Context: an optimization exercise on an open-source flow, tuned for small area. The choices shown serve that exercise and are no tape-out recipe. Only simulation tests tie the RTL to the original design; equivalence was not proved. Power and IR drop assume default switching activity.

==> trial 39: inputs <==
// transposed_filter
module transposed_filter(
  input signed [15:0] noisy_signal,
  input clk, rst,
  output signed [31:0] filtered_signal
  );
  reg [15:0] d1;
  reg [15:0] d2;
  reg [15:0] d3;
  reg [15:0] d4;
  reg [15:0] d5;
  reg [15:0] d6;
  reg [15:0] d7;
  reg [15:0] d8;
  reg [15:0] d9;
  reg [15:0] d10;
  reg [15:0] d11;
  reg [15:0] d12;
  reg [15:0] d13;
  reg [15:0] d14;
  reg [15:0] d15;
  reg [15:0] d16;
  reg [15:0] d17;
  reg [15:0] d18;
  reg [11:0] y;
  reg [31:12] ya, yb;
  reg r1;
  wire rstn = ~rst;
  wire [15:0] d1n;
  genvar gi;
  generate for (gi = 0; gi < 15; gi = gi + 1) begin : g1
    gnand u (.a(rstn), .b(noisy_signal[gi]), .y(d1n[gi]));
  end endgenerate
  assign d1n[15] = rstn & noisy_signal[15];
  wire [15:0] d2n;
  assign d2n[14:0] = ~({15{rst}} | d1[14:0]);
  gnand un2 (.a(rstn), .b(d1[15]), .y(d2n[15]));
  wire [15:0] d3n;
  generate for (gi = 0; gi < 15; gi = gi + 1) begin : g3
    gnand u (.a(rstn), .b(d2[gi]), .y(d3n[gi]));
  end endgenerate
  assign d3n[15] = ~(rst | d2[15]);
  wire [15:0] d4n;
  assign d4n[14:0] = ~({15{rst}} | d3[14:0]);
  gnand un4 (.a(rstn), .b(d3[15]), .y(d4n[15]));
  wire [15:0] d5n;
  generate for (gi = 0; gi < 15; gi = gi + 1) begin : g5
    gnand u (.a(rstn), .b(d4[gi]), .y(d5n[gi]));
  end endgenerate
  assign d5n[15] = ~(rst | d4[15]);
  wire [15:0] d6n;
  assign d6n[14:0] = ~({15{rst}} | d5[14:0]);
  gnand un6 (.a(rstn), .b(d5[15]), .y(d6n[15]));
  wire [15:0] d7n;
  generate for (gi = 0; gi < 15; gi = gi + 1) begin : g7
    gnand u (.a(rstn), .b(d6[gi]), .y(d7n[gi]));
  end endgenerate
  assign d7n[15] = ~(rst | d6[15]);
  wire [15:0] d8n;
  assign d8n[14:0] = ~({15{rst}} | d7[14:0]);
  gnand un8 (.a(rstn), .b(d7[15]), .y(d8n[15]));
  wire [15:0] d9n;
  generate for (gi = 0; gi < 15; gi = gi + 1) begin : g9
    gnand u (.a(rstn), .b(d8[gi]), .y(d9n[gi]));
  end endgenerate
  assign d9n[15] = ~(rst | d8[15]);
  wire [15:0] d10n;
  assign d10n[14:0] = ~({15{rst}} | d9[14:0]);
  gnand un10 (.a(rstn), .b(d9[15]), .y(d10n[15]));
  wire [15:0] d11n;
  generate for (gi = 0; gi < 15; gi = gi + 1) begin : g11
    gnand u (.a(rstn), .b(d10[gi]), .y(d11n[gi]));
  ...
==> flow/config.mk <==
export PLATFORM = sky130hd
export DESIGN_NAME = transposed_filter
export DESIGN_NICKNAME = transposed_filter
export VERILOG_FILES = /design/flow/design.v
export SDC_FILE = /design/flow/constraint.sdc
export NUM_CORES = 4
export LEC_CHECK = 0
export CAP_MARGIN = 20
export CORE_MARGIN = 2
export CORE_UTILIZATION = 40
export SLEW_MARGIN = 20
export SYNTH_HIERARCHICAL = 1
==> flow/constraint.sdc <==
create_clock -name core_clock -period 10.0 [get_ports {clk}]
set_input_delay 2.0000 -clock core_clock [delete_from_list [all_inputs] [get_ports {clk}]]
set_output_delay 2.0000 -clock core_clock [all_outputs]
set_load 0.01 [all_outputs]
standard.sh (not shown) runs the stock make flow with config.mk's settings and CLKGATE_MAP_FILE= SYNTH_SCRIPT=/design/flow/synth_recipe.tcl, a recipe that flattens the netlist after the stock synthesis.
==> flow/flow/run.sh <==
#!/bin/bash
# Own flow: the standard layout (standard.sh, unchanged synthesis, floorplan,
# power grid, placement and routing), with two settings passed to ORFS:
#  - port buffers use the smallest buffer cell instead of the one buffer_ports picks;
#  - clock tree synthesis without dummy loads, clkbuf_4 buffers and clusters of up to 10 sinks.
set -euo pipefail
export BUFFER_PORTS_ARGS="-buffer_cell sky130_fd_sc_hd__buf_1"
export CTS_ARGS="-sink_clustering_enable -repair_clock_nets -dont_use_dummy_load -buf_list sky130_fd_sc_hd__clkbuf_4 -sink_clustering_size 10 -sink_clustering_max_diameter 40"
bash standard.sh > standard.log 2>&1
==> trial 66: changes against trial 39 <==
==> flow/flow/run.sh (replaced) <==
#!/bin/bash
# Own flow: the standard layout (standard.sh, unchanged synthesis, floorplan,
# power grid, placement and routing), with two settings passed to ORFS:
#  - port buffers use the smallest buffer cell instead of the one buffer_ports picks;
#  - clock tree synthesis without dummy loads, clkbuf_4 or clkbuf_8 buffers and clusters of up to 12 sinks.
set -euo pipefail
export BUFFER_PORTS_ARGS="-buffer_cell sky130_fd_sc_hd__buf_1"
export CTS_ARGS="-sink_clustering_enable -repair_clock_nets -dont_use_dummy_load -buf_list {sky130_fd_sc_hd__clkbuf_4 sky130_fd_sc_hd__clkbuf_8} -sink_clustering_size 12 -sink_clustering_max_diameter 40"
bash standard.sh > standard.log 2>&1
==> summary of the runs <==
- Of trial 39 and trial 66, trial 39 has the higher sequential share of layout area (gap 0.34 points).
- Sequential cell count is the same in trial 66 and trial 39.
- In synthesized cell count, trial 39 and trial 66 do not differ.
- Global-route usage is about the same in trial 39 and trial 66.
- Sequential power is about the same in trial 66 and trial 39.
- Between trial 39 and trial 66, the lower clock power is in trial 39 (gap about 26%, measured against trial 66).
- Non-clock buffer count is the same in trial 39 and trial 66.
- Clock skew: trial 66 is lower than trial 39 (0.087 ns).
- Against trial 39, the design area of trial 66 is larger by about 1.3%.
- Register-to-register slack is about the same in trial 39 and trial 66.


==> inputs of run A <==
Another version of the RTL of transposed_filter (not shown whole).
Settings: LEC_CHECK=0, CAP_MARGIN=20, CORE_MARGIN=2, CORE_UTILIZATION=65, SLEW_MARGIN=20, SYNTH_HIERARCHICAL=1; clock period 10.0 ns.
==> flow/flow/run.sh <==
#!/bin/bash
# Own flow: the standard layout (standard.sh, unchanged synthesis, floorplan,
# power grid, placement and routing), with two settings passed to ORFS:
#  - port buffers use the smallest buffer cell instead of the one buffer_ports picks;
#  - clock tree synthesis without dummy loads, clkbuf_4 buffers and clusters of up to 12 sinks.
set -euo pipefail
export BUFFER_PORTS_ARGS="-buffer_cell sky130_fd_sc_hd__buf_1"
export CTS_ARGS="-sink_clustering_enable -repair_clock_nets -dont_use_dummy_load -buf_list sky130_fd_sc_hd__clkbuf_4 -sink_clustering_size 12 -sink_clustering_max_diameter 40"
bash standard.sh > standard.log 2>&1
==> run E: changes against run A <==
--- a/flow/design.v
+++ b/flow/design.v
@@ -1536,50 +1536,58 @@
   wire s1389, c1390;
   fa us1389 (.a(~ya[23]), .b(yb[23]), .c(c1388), .s(s1389), .co(c1390));
   wire s1391, c1392;
   fa us1391 (.a(ya[24]), .b(~yb[24]), .c(c1390), .s(s1391), .co(c1392));
   wire s1393, c1394;
   fa us1393 (.a(~ya[25]), .b(yb[25]), .c(c1392), .s(s1393), .co(c1394));
   wire s1395, c1396;
-  fa us1395 (.a(~ya[26]), .b(yb[26]), .c(c1394), .s(s1395), .co(c1396));
+  ha us1395 (.a(~ya[26]), .b(yb[26]), .s(s1395), .co(c1396));
   wire s1397, c1398;
   fa us1397 (.a(ya[27]), .b(yb[27]), .c(c1396), .s(s1397), .co(c1398));
   wire s1399, c1400;
-  ha us1399 (.a(ya[28]), .b(yb[28]), .s(s1399), .co(c1400));
+  fa us1399 (.a(ya[28]), .b(yb[28]), .c(c1398), .s(s1399), .co(c1400));
   wire s1401, c1402;
   fa us1401 (.a(ya[29]), .b(yb[29]), .c(c1400), .s(s1401), .co(c1402));
   wire s1403, c1404;
   fa us1403 (.a(ya[30]), .b(yb[30]), .c(c1402), .s(s1403), .co(c1404));
   wire s1405, c1406;
   gxnor uxs1405 (.a(yb[31]), .b(c1404), .y(s1405));
   gor uns1405 (.a(yb[31]), .b(c1404), .y(c1406));
   wire s1407, c1408;
-  gxnor uxs1407 (.a(ya[28]), .b(yb[28]), .y(s1407));
-  gor uns1407 (.a(ya[28]), .b(yb[28]), .y(c1408));
+  gxor uxs1407 (.a(ya[26]), .b(yb[26]), .y(s1407));
+  gorb uns1407 (.an(ya[26]), .b(yb[26]), .y(c1408));
   wire s1409, c1410;
-  fa us1409 (.a(ya[29]), .b(yb[29]), .c(c1408), .s(s1409), .co(c1410));
+  fa us1409 (.a(ya[27]), .b(yb[27]), .c(c1408), .s(s1409), .co(c1410));
   wire s1411, c1412;
-  fa us1411 (.a(ya[30]), .b(yb[30]), .c(c1410), .s(s1411), .co(c1412));
+  fa us1411 (.a(ya[28]), .b(yb[28]), .c(c1410), .s(s1411), .co(c1412));
   wire s1413, c1414;
-  gxnor uxs1413 (.a(yb[31]), .b(c1412), .y(s1413));
-  gor uns1413 (.a(yb[31]), .b(c1412), .y(c1414));
-  wire m1415;
-  mxi um1415 (.a(s1399), .b(s1407), .s(c1398), .y(m1415));
-  wire m1416;
-  mxi um1416 (.a(s1401), .b(s1409), .s(c1398), .y(m1416));
-  wire m1417;
-  mxi um1417 (.a(s1403), .b(s1411), .s(c1398), .y(m1417));
-  wire m1418;
-  mxi um1418 (.a(s1405), .b(s1413), .s(c1398), .y(m1418));
+  fa us1413 (.a(ya[29]), .b(yb[29]), .c(c1412), .s(s1413), .co(c1414));
+  wire s1415, c1416;
+  fa us1415 (.a(ya[30]), .b(yb[30]), .c(c1414), .s(s1415), .co(c1416));
+  wire s1417, c1418;
+  gxnor uxs1417 (.a(yb[31]), .b(c1416), .y(s1417));
+  gor uns1417 (.a(yb[31]), .b(c1416), .y(c1418));
+  wire m1419;
+  mxi um1419 (.a(s1395), .b(s1407), .s(c1394), .y(m1419));
+  wire m1420;
+  mxi um1420 (.a(s1397), .b(s1409), .s(c1394), .y(m1420));
+  wire m1421;
+  mxi um1421 (.a(s1399), .b(s1411), .s(c1394), .y(m1421));
+  wire m1422;
+  mxi um1422 (.a(s1401), .b(s1413), .s(c1394), .y(m1422));
+  wire m1423;
+  mxi um1423 (.a(s1403), .b(s1415), .s(c1394), .y(m1423));
+  wire m1424;
+  mxi um1424 (.a(s1405), .b(s1417), .s(c1394), .y(m1424));
   assign sum = {s979, s945, s913, s885, s857, s833, s809, s789, s773, s761, s751, s743};
   assign suma = {1'b1, c1364, c1360, c1354, c1346, s661, c1324, c1312, s1309, c1278, c1258, c1234, c1206, s1205, c1150, s1145, c1082, c1048, c1014, c980};
   assign sumb = {c1366, s1365, s1363, s1359, s1353, s1345, s1335, s1323, s1311, s1295, s1277, s1257, s1233, s1207, s1179, s1149, s1115, s1081, s1047, s1013};
   gor ucl (.a(rst), .b(r1), .y(clr));
   gnor ucln (.a(rst), .b(r1), .y(clrn));
-  assign filtered_signal = {~clr & ~m1418, ~clr & ~m1417, ~clr & ~m1416, ~clr & ~m1415, ~clr & s1397, ~clr & s1395, ~clr & s1393, ~clr & s1391, ~clr & s1389, ~clr & s1387, ~clr & s1385, ~clr & s1383, ~clr & s1381, ~clr & s1379, ~clr & s1377, ~clr & s1375, ~clr & s1373, ~clr & ~s1371, ~clr & ~s1369, ~clr & s1367, ~clr & y[11], ~clr & y[10], ~clr & y[9], ~clr & y[8], ~clr & y[7], ~clr & y[6], ~clr & y[5], ~clr & y[4], ~clr & y[3], ~clr & y[2], ~clr & y[1], ~clr & y[0]};
+  assign filtered_signal = {~clr & ~m1424, ~clr & ~m1423, ~clr & ~m1422, ~clr & ~m1421, ~clr & ~m1420, ~clr & ~m1419, ~clr & s1393, ~clr & s1391, ~clr & s1389, ~clr & s1387, ~clr & s1385, ~clr & s1383, ~clr & s1381, ~clr & s1379, ~clr & s1377, ~clr & s1375, ~clr & s1373, ~clr & ~s1371, ~clr & ~s1369, ~clr & s1367, ~clr & y[11], ~clr & y[10], ~clr & y[9], ~clr & y[8], ~clr & y[7], ~clr & y[6], ~clr & y[5], ~clr & y[4], ~clr & y[3], ~clr & y[2], ~clr & y[1], ~clr & y[0]};
 endmodule
 module fa(input a, b, c, output s, co);
   assign s = a ^ b ^ c;
   assign co = (a & b) | (a & c) | (b & c);
 endmodule
 module ha(input a, b, output s, co);
   assign s = a ^ b;
==> flow/flow/run.sh (replaced) <==
#!/bin/bash
# Own flow: the standard layout (standard.sh, unchanged synthesis, floorplan,
# power grid, placement and routing), with two settings passed to ORFS:
#  - port buffers use the smallest buffer cell instead of the one buffer_ports picks;
#  - clock tree synthesis without dummy loads, clkbuf_4 buffers and clusters of up to 10 sinks.
set -euo pipefail
export BUFFER_PORTS_ARGS="-buffer_cell sky130_fd_sc_hd__buf_1"
export CTS_ARGS="-sink_clustering_enable -repair_clock_nets -dont_use_dummy_load -buf_list sky130_fd_sc_hd__clkbuf_4 -sink_clustering_size 10 -sink_clustering_max_diameter 40"
bash standard.sh > standard.log 2>&1
- CORE_UTILIZATION: 65 -> 40
==> metrics.csv <==
stage;metric;value;unit
worst_setup_path;CP peak stage delay;710;ps
routing;M1 WL;22000;microns
global_route;All-Layer GR Usage;0.192;
layout;multi-input logic area;14900;sq um
power_and_ir_drop;seq pwr;1710;uW
run_status;status;timing/DRC/antenna clean;
layout;sequential share of cell area;0.285;
placed_design;worst slack, placed;658;ps
(the above is from run E)
==> metrics.csv <==
stage;metric;value;unit
power_and_ir_drop;seq pwr;1700;uW
routing;M1 WL;18600;microns
worst_setup_path;CP peak stage delay;490;ps
run_status;status;timing/DRC/antenna clean;
placed_design;worst slack, placed;633;ps
routing;Vias/cell;5.32;
layout;multi-input logic area;14900;sq um
layout;sequential share of cell area;0.290;
global_route;All-Layer GR Usage;0.305;
(the above is from run A)

## separate check: timing with driven ports
How much do the figures lean on ideal ports? The routed layouts below were timed once more, with nothing changed but the port constraints. Step 1: set_driving_cell puts a clkbuf_16 on clk and a buf_2 on each other input, an assumption about the parent block. Step 2 also shifts input and output timing later by t, the mid clock arrival at the registers, as if the neighbouring blocks saw the same clock. Slacks: ideal ports / drivers / drivers and shift; pairs: ideal ports / drivers.
run | t, ns | setup slack, ns | latest minus earliest clock arrival (ns) | pins driven straight from the clock port
trial 39 | 0.817 | 0.686 / 0.686 / 0.686 | 0.155 / 0.155 | 1
trial 66 | 0.665 | 0.671 / 0.671 / 0.671 | 0.075 / 0.075 | 1
run A | 0.790 | 0.662 / 0.611 / 0.674 | 0.080 / 0.080 | 1
run E | 0.809 | 0.671 / 0.671 / 0.671 | 0.108 / 0.109 | 1
After both steps every run listed still meets setup and hold.
